Background: an optimization exercise with open tools, aiming at small area. Do not read the settings as production practice. No functional check of the RTL was part of this run.

**flow/flow/run.sh**
```bash
#!/bin/bash
set -euo pipefail
export BUFFER_PORTS_ARGS="-buffer_cell sky130_fd_sc_hd__buf_1"
export REMOVE_ABC_BUFFERS=1
export CTS_ARGS="-sink_clustering_enable -repair_clock_nets -dont_use_dummy_load"
bash standard.sh finish > standard_flow.log 2>&1
```
**flow/config.mk**
```make
export PLATFORM = sky130hd
export DESIGN_NAME = rgb_to_ycrcb_converter
export DESIGN_NICKNAME = rgb_to_ycrcb_converter
export VERILOG_FILES = /design/flow/design.v
export SDC_FILE = /design/flow/constraint.sdc
export NUM_CORES = 4
export LEC_CHECK = 0
export CAP_MARGIN = 20
export CORE_MARGIN = 2
export CORE_UTILIZATION = 40
export SLEW_MARGIN = 20
export SYNTH_HIERARCHICAL = 1
```
**flow/constraint.sdc**
```tcl
create_clock -name core_clock -period 10.0 [get_ports {clk}]
set_input_delay 2.0000 -clock core_clock [delete_from_list [all_inputs] [get_ports {clk}]]
set_output_delay 2.0000 -clock core_clock [all_outputs]
set_load 0.01 [all_outputs]
```
**flow/design.v**
```verilog
module rgb_to_ycrcb_converter
#(
	parameter DATAIN_WIDTH 	= 32,
	parameter DATAOUT_WIDTH = 32
)
(
	input		clk		,
	input		rst		,
	input      	[DATAIN_WIDTH-1:0]	datain	,
	input             		datain_valid	,
	output	reg		datain_ready			,
	output      	[DATAOUT_WIDTH-1:0]	dataout			,
	output  reg           		dataout_valid ,
	input				dataout_ready
);
	reg [7:0] R0, G0, B0;
	reg [7:0] Y2;
	reg [8:0] Q3;
	reg [8:0] Q4;
	reg v1;
	wire s0;
	rgb_x2 u1 (.a(G0[0]), .b(R0[0]), .y(s0));
	wire c2 = ~G0[0] | R0[0];
	wire s3, c4;
	rgb_fa u5 (.a(~G0[1]), .b(R0[1]), .c(c2), .s(s3), .co(c4));
	wire s6, c7;
	rgb_fa u8 (.a(~G0[2]), .b(R0[2]), .c(c4), .s(s6), .co(c7));
	wire s9, c10;
	rgb_fa u11 (.a(~G0[3]), .b(R0[3]), .c(c7), .s(s9), .co(c10));
	wire s12, c13;
	rgb_fa u14 (.a(~G0[4]), .b(R0[4]), .c(c10), .s(s12), .co(c13));
	wire s15, c16;
	rgb_fa u17 (.a(~G0[5]), .b(R0[5]), .c(c13), .s(s15), .co(c16));
	wire s18, c19;
	rgb_fa u20 (.a(~G0[6]), .b(R0[6]), .c(c16), .s(s18), .co(c19));
	wire s21, c22;
	rgb_fa u23 (.a(~G0[7]), .b(R0[7]), .c(c19), .s(s21), .co(c22));
	wire s24;
	rgb_x2 u25 (.a(B0[0]), .b(G0[0]), .y(s24));
	wire c26 = B0[0] | ~G0[0];
	wire s27, c28;
	rgb_fa u29 (.a(B0[1]), .b(~G0[1]), .c(c26), .s(s27), .co(c28));
	wire s30, c31;
	rgb_fa u32 (.a(B0[2]), .b(~G0[2]), .c(c28), .s(s30), .co(c31));
	wire s33, c34;
	rgb_fa u35 (.a(B0[3]), .b(~G0[3]), .c(c31), .s(s33), .co(c34));
	wire s36, c37;
	rgb_fa u38 (.a(B0[4]), .b(~G0[4]), .c(c34), .s(s36), .co(c37));
	wire s39, c40;
	rgb_fa u41 (.a(B0[5]), .b(~G0[5]), .c(c37), .s(s39), .co(c40));
	wire s42, c43;
	rgb_fa u44 (.a(B0[6]), .b(~G0[6]), .c(c40), .s(s42), .co(c43));
	wire s45, c46;
	rgb_fa u47 (.a(B0[7]), .b(~G0[7]), .c(c43), .s(s45), .co(c46));
	wire s48;
	rgb_x2 u49 (.a(s0), .b(s21), .y(s48));
	wire c50 = ~s0 & s21;
	wire s51, c52;
	rgb_fa u53 (.a(~s3), .b(s12), .c(c22), .s(s51), .co(c52));
	wire s54, c55;
	assign c55 = c50 & s51;
	wire s57, c58;
	rgb_fa u59 (.a(s0), .b(~s6), .c(s15), .s(s57), .co(c58));
	wire s60, c61;
	assign c61 = (s57 & c52) | (s57 & c55) | (c52 & c55);
	wire s63, c64;
	rgb_fa u65 (.a(s3), .b(c58), .c(s18), .s(s63), .co(c64));
	wire s66, c67;
	assign c67 = (~s9 & s63) | (~s9 & c61) | (s63 & c61);
	wire s69, c70;
	rgb_fa u71 (.a(s0), .b(s6), .c(~s12), .s(s69), .co(c70));
	wire s72, c73;
	rgb_fa u74 (.a(s69), .b(c64), .c(s21), .s(s72), .co(c73));
	wire s75, c76;
	assign c76 = s72 & c67;
	wire s78, c79;
	rgb_fa u80 (.a(s3), .b(s9), .c(c70), .s(s78), .co(c79));
	wire s81, c82;
	rgb_fa u83 (.a(~s15), .b(s78), .c(c22), .s(s81), .co(c82));
	wire s84, c85;
	rgb_fa u86 (.a(c73), .b(s81), .c(c76), .s(s84), .co(c85));
	wire s87;
	rgb_x2 u88 (.a(s24), .b(s33), .y(s87));
	wire c89 = ~s24 | s33;
	wire s90, c91;
	rgb_fa u92 (.a(~s27), .b(s33), .c(c89), .s(s90), .co(c91));
	wire s93, c94;
	rgb_fa u95 (.a(s90), .b(s42), .c(s45), .s(s93), .co(c94));
	wire s96, c97;
	rgb_fa u98 (.a(~s30), .b(s36), .c(c91), .s(s96), .co(c97));
	wire s99, c100;
	rgb_fa u101 (.a(s96), .b(c46), .c(s45), .s(s99), .co(c100));
	wire s102, c103;
	rgb_fa u104 (.a(c94), .b(s93), .c(s99), .s(s102), .co(c103));
	wire s105, c106;
	rgb_fa u107 (.a(s24), .b(s39), .c(c97), .s(s105), .co(c106));
	wire s108, c109;
	rgb_fa u110 (.a(~s33), .b(s105), .c(c46), .s(s108), .co(c109));
	wire s111, c112;
	rgb_fa u113 (.a(c100), .b(s108), .c(c103), .s(s111), .co(c112));
	wire s114, c115;
	assign c115 = s102 & s111;
	wire s117, c118;
	rgb_fa u119 (.a(s27), .b(s42), .c(c106), .s(s117), .co(c118));
	wire s120, c121;
	rgb_fa u122 (.a(~s36), .b(s117), .c(c109), .s(s120), .co(c121));
	wire s123, c124;
	rgb_fa u125 (.a(s120), .b(c112), .c(c115), .s(s123), .co(c124));
	wire s126, c127;
	rgb_fa u128 (.a(s30), .b(s45), .c(c118), .s(s126), .co(c127));
	wire s129, c130;
	rgb_fa u131 (.a(~s39), .b(s126), .c(c121), .s(s129), .co(c130));
	wire s132, c133;
	rgb_fa u134 (.a(s129), .b(c124), .c(s123), .s(s132), .co(c133));
	wire s135, c136;
	rgb_fa u137 (.a(G0[0]), .b(s6), .c(s33), .s(s135), .co(c136));
	wire s138, c139;
	rgb_fa u140 (.a(s12), .b(s135), .c(c79), .s(s138), .co(c139));
	wire s141, c142;
	rgb_fa u143 (.a(~s18), .b(~s42), .c(c46), .s(s141), .co(c142));
	wire s144, c145;
	rgb_fa u146 (.a(s138), .b(c82), .c(c127), .s(s144), .co(c145));
	wire s147, c148;
	rgb_fa u149 (.a(s141), .b(s144), .c(c130), .s(s147), .co(c148));
	wire s150, c151;
	rgb_fa u152 (.a(s147), .b(c85), .c(s84), .s(s150), .co(c151));
	wire s153, c154;
	rgb_fa u155 (.a(c133), .b(s132), .c(s150), .s(s153), .co(c154));
	wire s156, c157;
	rgb_fa u158 (.a(G0[1]), .b(s9), .c(c136), .s(s156), .co(c157));
	wire s159, c160;
	rgb_fa u161 (.a(s36), .b(s15), .c(s156), .s(s159), .co(c160));
	wire s162, c163;
	rgb_fa u164 (.a(s159), .b(~s21), .c(~s45), .s(s162), .co(c163));
	wire s165, c166;
	rgb_fa u167 (.a(c139), .b(c142), .c(s162), .s(s165), .co(c166));
	wire s168, c169;
	rgb_fa u170 (.a(s165), .b(c145), .c(c148), .s(s168), .co(c169));
	wire s171, c172;
	rgb_fa u173 (.a(s168), .b(c151), .c(c154), .s(s171), .co(c172));
	wire s174, c175;
	rgb_ha u176 (.a(s153), .b(s171), .s(s174), .co(c175));
	wire s177, c178;
	rgb_fa u179 (.a(G0[2]), .b(s12), .c(c157), .s(s177), .co(c178));
	wire s180, c181;
	rgb_fa u182 (.a(s39), .b(s18), .c(c160), .s(s180), .co(c181));
	wire s183, c184;
	rgb_fa u185 (.a(s177), .b(~c22), .c(~c46), .s(s183), .co(c184));
	wire s186, c187;
	rgb_fa u188 (.a(s180), .b(c163), .c(s183), .s(s186), .co(c187));
	wire s189, c190;
	rgb_fa u191 (.a(c166), .b(s186), .c(c169), .s(s189), .co(c190));
	wire s192, c193;
	rgb_fa u194 (.a(s189), .b(c172), .c(c175), .s(s192), .co(c193));
	wire s195, c196;
	rgb_fa u197 (.a(G0[3]), .b(s15), .c(c178), .s(s195), .co(c196));
	wire s198, c199;
	rgb_fa u200 (.a(s42), .b(s21), .c(c181), .s(s198), .co(c199));
	wire s201, c202;
	rgb_fa u203 (.a(s195), .b(c184), .c(s198), .s(s201), .co(c202));
	wire s204, c205;
	rgb_fa u206 (.a(c187), .b(s201), .c(c190), .s(s204), .co(c205));
	wire s207, c208;
	rgb_fa u209 (.a(s204), .b(c193), .c(s192), .s(s207), .co(c208));
	wire s210, c211;
	rgb_fa u212 (.a(G0[4]), .b(s18), .c(c22), .s(s210), .co(c211));
	wire s213, c214;
	rgb_fa u215 (.a(c196), .b(s45), .c(s210), .s(s213), .co(c214));
	wire s216, c217;
	rgb_fa u218 (.a(c199), .b(s213), .c(c202), .s(s216), .co(c217));
	wire s219, c220;
	rgb_fa u221 (.a(s216), .b(c205), .c(c208), .s(s219), .co(c220));
	wire s222, c223;
	rgb_fa u224 (.a(G0[5]), .b(c46), .c(s21), .s(s222), .co(c223));
	wire s225, c226;
	rgb_fa u227 (.a(c211), .b(s222), .c(c214), .s(s225), .co(c226));
	wire s228, c229;
	rgb_fa u230 (.a(s225), .b(c217), .c(c220), .s(s228), .co(c229));
	wire s231, c232;
	rgb_fa u233 (.a(G0[6]), .b(c22), .c(c223), .s(s231), .co(c232));
	wire s234, c235;
	rgb_fa u236 (.a(s231), .b(c226), .c(c229), .s(s234), .co(c235));
	wire s237 = G0[7] ^ c232 ^ c235;
	wire s238;
	rgb_x2 u239 (.a(R0[0]), .b(s153), .y(s238));
	wire c240 = R0[0] | s153;
	wire s241, c242;
	rgb_fa u243 (.a(R0[1]), .b(c240), .c(~s174), .s(s241), .co(c242));
	wire s244, c245;
	rgb_fa u246 (.a(R0[2]), .b(s192), .c(c242), .s(s244), .co(c245));
	wire s247, c248;
	rgb_fa u249 (.a(R0[3]), .b(~s207), .c(c245), .s(s247), .co(c248));
	wire s250, c251;
	rgb_fa u252 (.a(R0[4]), .b(~s219), .c(c248), .s(s250), .co(c251));
	wire s253, c254;
	rgb_fa u255 (.a(R0[5]), .b(~s228), .c(c251), .s(s253), .co(c254));
	wire s256, c257;
	rgb_fa u258 (.a(Q3[6]), .b(Q3[7]), .c(~Y2[6]), .s(s256), .co(c257));
	wire s259, c260;
	rgb_fa u261 (.a(Q3[8]), .b(Y2[7]), .c(c257), .s(s259), .co(c260));
	wire s262, c263;
	rgb_ha u264 (.a(B0[0]), .b(s153), .s(s262), .co(c263));
	wire s265, c266;
	rgb_fa u267 (.a(B0[1]), .b(c263), .c(~s174), .s(s265), .co(c266));
	wire s268, c269;
	rgb_fa u270 (.a(B0[2]), .b(s192), .c(c266), .s(s268), .co(c269));
	wire s271, c272;
	rgb_fa u273 (.a(B0[3]), .b(~s207), .c(c269), .s(s271), .co(c272));
	wire s274, c275;
	rgb_fa u276 (.a(B0[4]), .b(~s219), .c(c272), .s(s274), .co(c275));
	wire s277, c278;
	rgb_fa u279 (.a(B0[5]), .b(~s228), .c(c275), .s(s277), .co(c278));
	wire s280, c281;
	rgb_fa u282 (.a(Q4[6]), .b(Q4[7]), .c(~Y2[6]), .s(s280), .co(c281));
	wire s283, c284;
	rgb_fa u285 (.a(Q4[8]), .b(Y2[7]), .c(c281), .s(s283), .co(c284));
	wire s286, c287;
	assign c287 = (Q3[4] & s256) | (Q3[4] & ~c260) | (s256 & ~c260);
	wire s289, c290;
	rgb_fa u291 (.a(Q3[3]), .b(s256), .c(c287), .s(s289), .co(c290));
	wire s292, c293;
	rgb_fa u294 (.a(Q3[4]), .b(c260), .c(s259), .s(s292), .co(c293));
	wire s295, c296;
	rgb_fa u297 (.a(s292), .b(c290), .c(s289), .s(s295), .co(c296));
	wire s298, c299;
	rgb_fa u300 (.a(Q3[5]), .b(c260), .c(c293), .s(s298), .co(c299));
	wire s301, c302;
	assign c302 = (s298 & c296) | (s298 & s295) | (c296 & s295);
	wire s304, c305;
	rgb_fa u306 (.a(Q3[0]), .b(s256), .c(c299), .s(s304), .co(c305));
	wire s307, c308;
	assign c308 = s304 & c302;
	wire s310, c311;
	rgb_fa u312 (.a(~Q3[1]), .b(s259), .c(c305), .s(s310), .co(c311));
	wire s313, c314;
	assign c314 = s310 & c308;
	wire s316, c317;
	rgb_fa u318 (.a(~Q3[2]), .b(c260), .c(c311), .s(s316), .co(c317));
	wire s319;
	rgb_x2 u320 (.a(s316), .b(c314), .y(s319));
	wire c321 = s316 | c314;
	wire s322, c323;
	rgb_fa u324 (.a(Q3[0]), .b(Q3[3]), .c(~c317), .s(s322), .co(c323));
	wire s325;
	rgb_x2 u326 (.a(c321), .b(s322), .y(s325));
	wire c327 = c321 | ~s322;
	wire s328, c329;
	rgb_fa u330 (.a(~Q3[1]), .b(Q3[4]), .c(c323), .s(s328), .co(c329));
	wire s331;
	rgb_x2 u332 (.a(c327), .b(s328), .y(s331));
	wire c333 = c327 | ~s328;
	wire s334, c335;
	rgb_fa u336 (.a(~Q3[2]), .b(Q3[5]), .c(c329), .s(s334), .co(c335));
	wire s337;
	rgb_x2 u338 (.a(c333), .b(s334), .y(s337));
	wire c339 = c333 | ~s334;
	wire s340, c341;
	rgb_fa u342 (.a(~Q3[3]), .b(s256), .c(c335), .s(s340), .co(c341));
	wire s343;
	rgb_x2 u344 (.a(c339), .b(s340), .y(s343));
	wire c345 = c339 | ~s340;
	wire s346, c347;
	rgb_fa u348 (.a(~Q3[4]), .b(s259), .c(c341), .s(s346), .co(c347));
	wire s349;
	rgb_x2 u350 (.a(c345), .b(s346), .y(s349));
	wire c351 = c345 | ~s346;
	wire s352, c353;
	rgb_fa u354 (.a(Q3[5]), .b(~c260), .c(~c347), .s(s352), .co(c353));
	wire s355;
	rgb_x2 u356 (.a(c351), .b(s352), .y(s355));
	wire c357 = c351 & s352;
	wire s358, c359;
	rgb_fa u360 (.a(s256), .b(c353), .c(c357), .s(s358), .co(c359));
	wire s361 = s259 ^ c359 ^ s358;
	wire s362;
	rgb_x2 u363 (.a(Q4[0]), .b(Q4[5]), .y(s362));
	wire c364 = ~Q4[0] & Q4[5];
	wire s365, c366;
	assign c366 = (Q4[1] & ~c364) | (Q4[1] & s283) | (~c364 & s283);
	wire s368, c369;
	rgb_fa u370 (.a(Q4[2]), .b(c284), .c(c366), .s(s368), .co(c369));
	wire s371, c372;
	rgb_fa u373 (.a(Q4[3]), .b(c369), .c(s368), .s(s371), .co(c372));
	wire s374, c375;
	rgb_fa u376 (.a(Q4[4]), .b(c372), .c(s371), .s(s374), .co(c375));
	wire s377, c378;
	rgb_fa u379 (.a(Q4[5]), .b(c375), .c(s374), .s(s377), .co(c378));
	wire s380, c381;
	rgb_fa u382 (.a(~Q4[0]), .b(s280), .c(c378), .s(s380), .co(c381));
	wire s383;
	rgb_x2 u384 (.a(s377), .b(s380), .y(s383));
	wire c385 = ~s377 & ~s380;
	wire s386, c387;
	rgb_fa u388 (.a(~Q4[1]), .b(s283), .c(c381), .s(s386), .co(c387));
	wire s389;
	rgb_x2 u390 (.a(c385), .b(s386), .y(s389));
	wire c391 = c385 & ~s386;
	wire s392, c393;
	rgb_fa u394 (.a(~Q4[2]), .b(c284), .c(c387), .s(s392), .co(c393));
	wire s395;
	rgb_x2 u396 (.a(c391), .b(s392), .y(s395));
	wire c397 = c391 | ~s392;
	wire s398, c399;
	rgb_fa u400 (.a(Q4[3]), .b(~c393), .c(c397), .s(s398), .co(c399));
	wire s401, c402;
	rgb_fa u403 (.a(Q4[4]), .b(c399), .c(s398), .s(s401), .co(c402));
	wire s404, c405;
	rgb_fa u406 (.a(Q4[5]), .b(c402), .c(s401), .s(s404), .co(c405));
	wire s407, c408;
	rgb_fa u409 (.a(s280), .b(c405), .c(s404), .s(s407), .co(c408));
	wire s410, c411;
	rgb_fa u412 (.a(s283), .b(c408), .c(s407), .s(s410), .co(c411));
	wire s413 = c284 ^ c411 ^ s410;
	always @(posedge clk) begin
		R0 <= datain[15:8]; G0 <= datain[23:16]; B0 <= datain[31:24];
		Y2 <= {s237, s234, s228, s219, s207, s192, s174, s153};
		Q3 <= {R0[7], R0[6], c254, s253, s250, s247, s244, s241, s238};
		Q4 <= {B0[7], B0[6], c278, s277, s274, s271, s268, s265, s262};
		if (rst) begin
			datain_ready <= 1'b0; v1 <= 1'b0; dataout_valid <= 1'b0;
		end else begin
			datain_ready <= dataout_ready; v1 <= datain_valid; dataout_valid <= v1;
		end
	end
	assign dataout = {Y2 ^ 8'b10000101, {s361, s358, s355, s349, s343, s337, s331, s325} ^ 8'b01000000, {s413, s410, s407, s404, s401, s398, s395, s389} ^ 8'b11111101, 8'h00};
endmodule
module rgb_fa (input a, input b, input c, output s, output co);
	assign s = a ^ b ^ c;
	assign co = (a & b) | (a & c) | (b & c);
endmodule
module rgb_x2 (input a, input b, output y);
	assign y = a ^ b;
endmodule
module rgb_ha (input a, input b, output s, output co);
	assign s = a ^ b;
	assign co = a & b;
endmodule
```
**flow/standard.sh**
```bash
#!/bin/bash
# synth_recipe.tcl (not shown) runs the flow's synth.tcl, then flattens the netlist and writes it again
# the make line also repeats each setting of config.mk as NAME=value (left out here)
make -C /OpenROAD-flow-scripts/flow DESIGN_CONFIG=/design/flow/config.mk WORK_HOME=/design/flow/orfs CLKGATE_MAP_FILE= SYNTH_SCRIPT=/design/flow/synth_recipe.tcl "${@:-finish}"
```
==> flow_metrics.tcl <==
set metrics [dict create \
    outcome "finished clean" \
    rows 36 \
    skew_ns 0.0348 \
    grt_pass1_vias 2404 \
    critPathMaxFanout 3 \
    synthCells 286 \
    cp-start-kind "flop" \
    period_share 0.992 \
    hpwl_mm 6.11 \
    max-clock-path-buffers 2 \
    cp.arrival_ns 7.92 \
    ys_seq_area_frac 0.267 \
    dp_slack_ns 0.0486 \
    cts_tree "yes" \
    hp-class "flop to flop" \
    max_freq_mhz 101 \
    fill_cells 927 \
    clock_latency_ns 0.32 \
    cts_num_sinks 53 \
    cts-root-buf "clkbuf_8" \
    crit_type "flop to output pin" \
    hold_viol_final 0 \
    drcViolationCount 0 \
    grt_pass1_wl_mm 11.8 \
    cp_data_required_time_ns 8.00 \
    final_cell_area_um2 4380 \
    clkSlewWorstSetupHoldPaths_ns 0.11 \
    die_w_um 104 \
    syn_to_final_growth_pct 10.1 \
    min_period_ns 9.92 \
    synth_area_um2 3980 \
    avgSynthCellArea_um2 13.9 \
    place_area_um2 4250 \
    die_y_um 104 \
    start_util 0.409 \
    grt-ovfl-total 0 \
    grt_usage 0.143 \
    nNetsFinal 488 \
    synth_edf_count 0 \
    timing.final.ws_setup_ns 0.0807 \
    drt-wirelength-per-cell_um 14.1 \
    ys_warn_count 7 \
    antenna_found_initial 0 \
    synthDistinctLibCells 24 \
    portBuffers 53 \
    viasPerCell 4.25 \
    critPathCaptureType "output pin" \
    htree_num_levels 2 \
    drv_slew 0 \
    synthArstFlopShare 0 \
    hold_buffers 0 \
    gp_congestion 0.819 \
    drive_gt1_frac 0.0796 \
    ant_nets 0 \
    wl_mm 6.65 \
    cts_buffers 5 \
    core-area_um2 9730 \
    grt_max_degree 20 \
    synth_flop_cell "dfxtp_1" \
    vias 2004 \
    setup_viol 0 \
    io_pins 70 \
    drv_cap 0 \
    n_antenna_cell 0 \
    layoutNonFillerInstCount 472 \
    rsz0062_at_grt "yes" \
    ys_ff_latch 53 \
    die_area_um2 10800 \
    drtPass1Iterations 4 \
    placed_cells 463 \
    drt-initial-drc-count 72 \
]
critical path: stages, from the launching register on:
cell and delay (ns):
dfxtp_2 0.34, inv_1 0.07, fa_2 0.34, fa_2 0.59, nor2_1 0.08, a31oi_4 0.17, fa_1 0.43, fa_1 0.51
fa_1 0.43, fa_2 0.36, fa_2 0.35, fa_2 0.35, fa_1 0.56, nand2b_1 0.07, fa_1 0.52, fa_1 0.45
fa_1 0.53, fa_1 0.46, fa_1 0.54, xor2_1 0.18, xnor2_1 0.13, buf_2 0.14
modules after synthesis (local to each module, per instance):
| module | flops+latches | times used |
|---|---|---|
| rgb_fa | 0 | 109 |
| rgb_to_ycrcb_converter | 53 | 1 |
| rgb_ha | 0 | 2 |
| rgb_x2 | 0 | 11 |
synthesized netlist by cell type, types with 2 or more instances:
| library cell | number | share of area |
|---|---|---|
| a31oi_1 | 4 | 0.0063 |
| buf_4 | 21 | 0.040 |
| dfxtp_1 | 53 | 0.27 |
| fa_1 | 109 | 0.55 |
| ha_1 | 2 | 0.0063 |
| inv_1 | 52 | 0.049 |
| nand2_1 | 7 | 0.0066 |
| nand2b_1 | 3 | 0.0047 |
| nor2_1 | 2 | 0.0019 |
| nor2b_1 | 3 | 0.0047 |
| o21ai_0 | 2 | 0.0025 |
| xnor2_1 | 5 | 0.011 |
| xor2_1 | 12 | 0.026 |
cells in the final DEF (no fill, tap or decap), types with 5 or more instances in the layout:
| master | count |
|---|---|
| fa_1 | 104 |
| dfxtp_1 | 52 |
| inv_1 | 52 |
| buf_1 | 52 |
| xor2_1 | 12 |
| buf_4 | 9 |
| conb_1 | 8 |
| nand2_1 | 6 |
| xnor2_1 | 5 |
| fa_2 | 5 |
| clkbuf_8 | 5 |
metal layers:
| metal | global-route usage | part of all wire |
|---|---|---|
| met1 | 0.191 | 0.43 |
| met2 | 0.239 | 0.51 |
| met3 | 0.0352 | 0.051 |
| met4 | 0.0309 | 0.0090 |
| met5 | 0 | 0 |
cell families after synthesis:
family / after synthesis / share of synthesized area
other cells: 1 / 0.000943
buf+inv: 73 / 0.0887
simple gates: 21 / 0.0280
compound gates: 8 / 0.0176
flops: 53 / 0.267
xor+xnor: 17 / 0.0374
fa+ha+maj: 113 / 0.560
sequential cells by signal (all words and copies together) (netlist names):
| register | cells |
|---|---|
| R0 | 8 |
| G0 | 8 |
| Y2 | 8 |
| dataout_valid | 1 |
| Q3 | 9 |
| v1 | 1 |
| B0 | 8 |
| Q4 | 9 |
| datain_ready | 1 |
final timing paths:
path / startpoint / endpoint / slack, ns / cells after the start
min: B0[6] / Q4[7] / 0.40 / 0
min reg2reg: B0[6] / Q4[7] / 0.40 / 0
max: Y2[6] / dataout[15] / 0.08 / 21
max reg2reg: B0[0] / Q4[5] / 0.43 / 23
through the flow:
step	setup TNS, ns	utilization	hold WS [ns]
floorplan	0	-	0.359
global placement	0	0.437	0.391
CTS	-0.221	0.448	0.405
finish	0	0.450	0.397
detailed placement	0	0.437	0.389
global route	-0.187	0.450	0.408
cell type report:
cell class / count / area, um2 / area share
Clock buffer: 5 / 68.8 / 0.0157
Inverter: 52 / 195 / 0.0446
Multi-Input combinational cell: 167 / 2620 / 0.598
Sequential cell: 53 / 1060 / 0.243
Tap cell: 133 / 166 / 0.0380
Timing Repair Buffer: 62 / 268 / 0.0611
timing repair:
item	4_1_cts	5_1_grt
buffers inserted	3	1
hold endpoints to repair	0	0
endpoints found under the setup margin	2	2
pin swaps	9	6
cloned	0	0
resized for setup	8	2

## port drivers added, routing unchanged
How much do the figures lean on ideal ports? The routed layout below was timed once more, with nothing changed but the port constraints.
Step 1, drivers: a clkbuf_16 drives clk and a buf_2 each remaining input, both assumed.
Step 2, shift: input delay + t, output delay - t, t = (earliest + latest rising clock arrival at the registers) / 2. This alone moves slack from input paths to output paths.
a / b / c = ideal / step 1 / step 2; a / b = the first two.
shift t [ns]: 0.330
setup slack, ns: 0.081 / 0.050 / 0.379
hold slack, ns: 0.397 / 0.397 / 0.397
After both steps setup and hold are still met in this run. For this run, drivers alone change the setup slack by -0.031 ns; drivers and shift together by +0.298 ns.
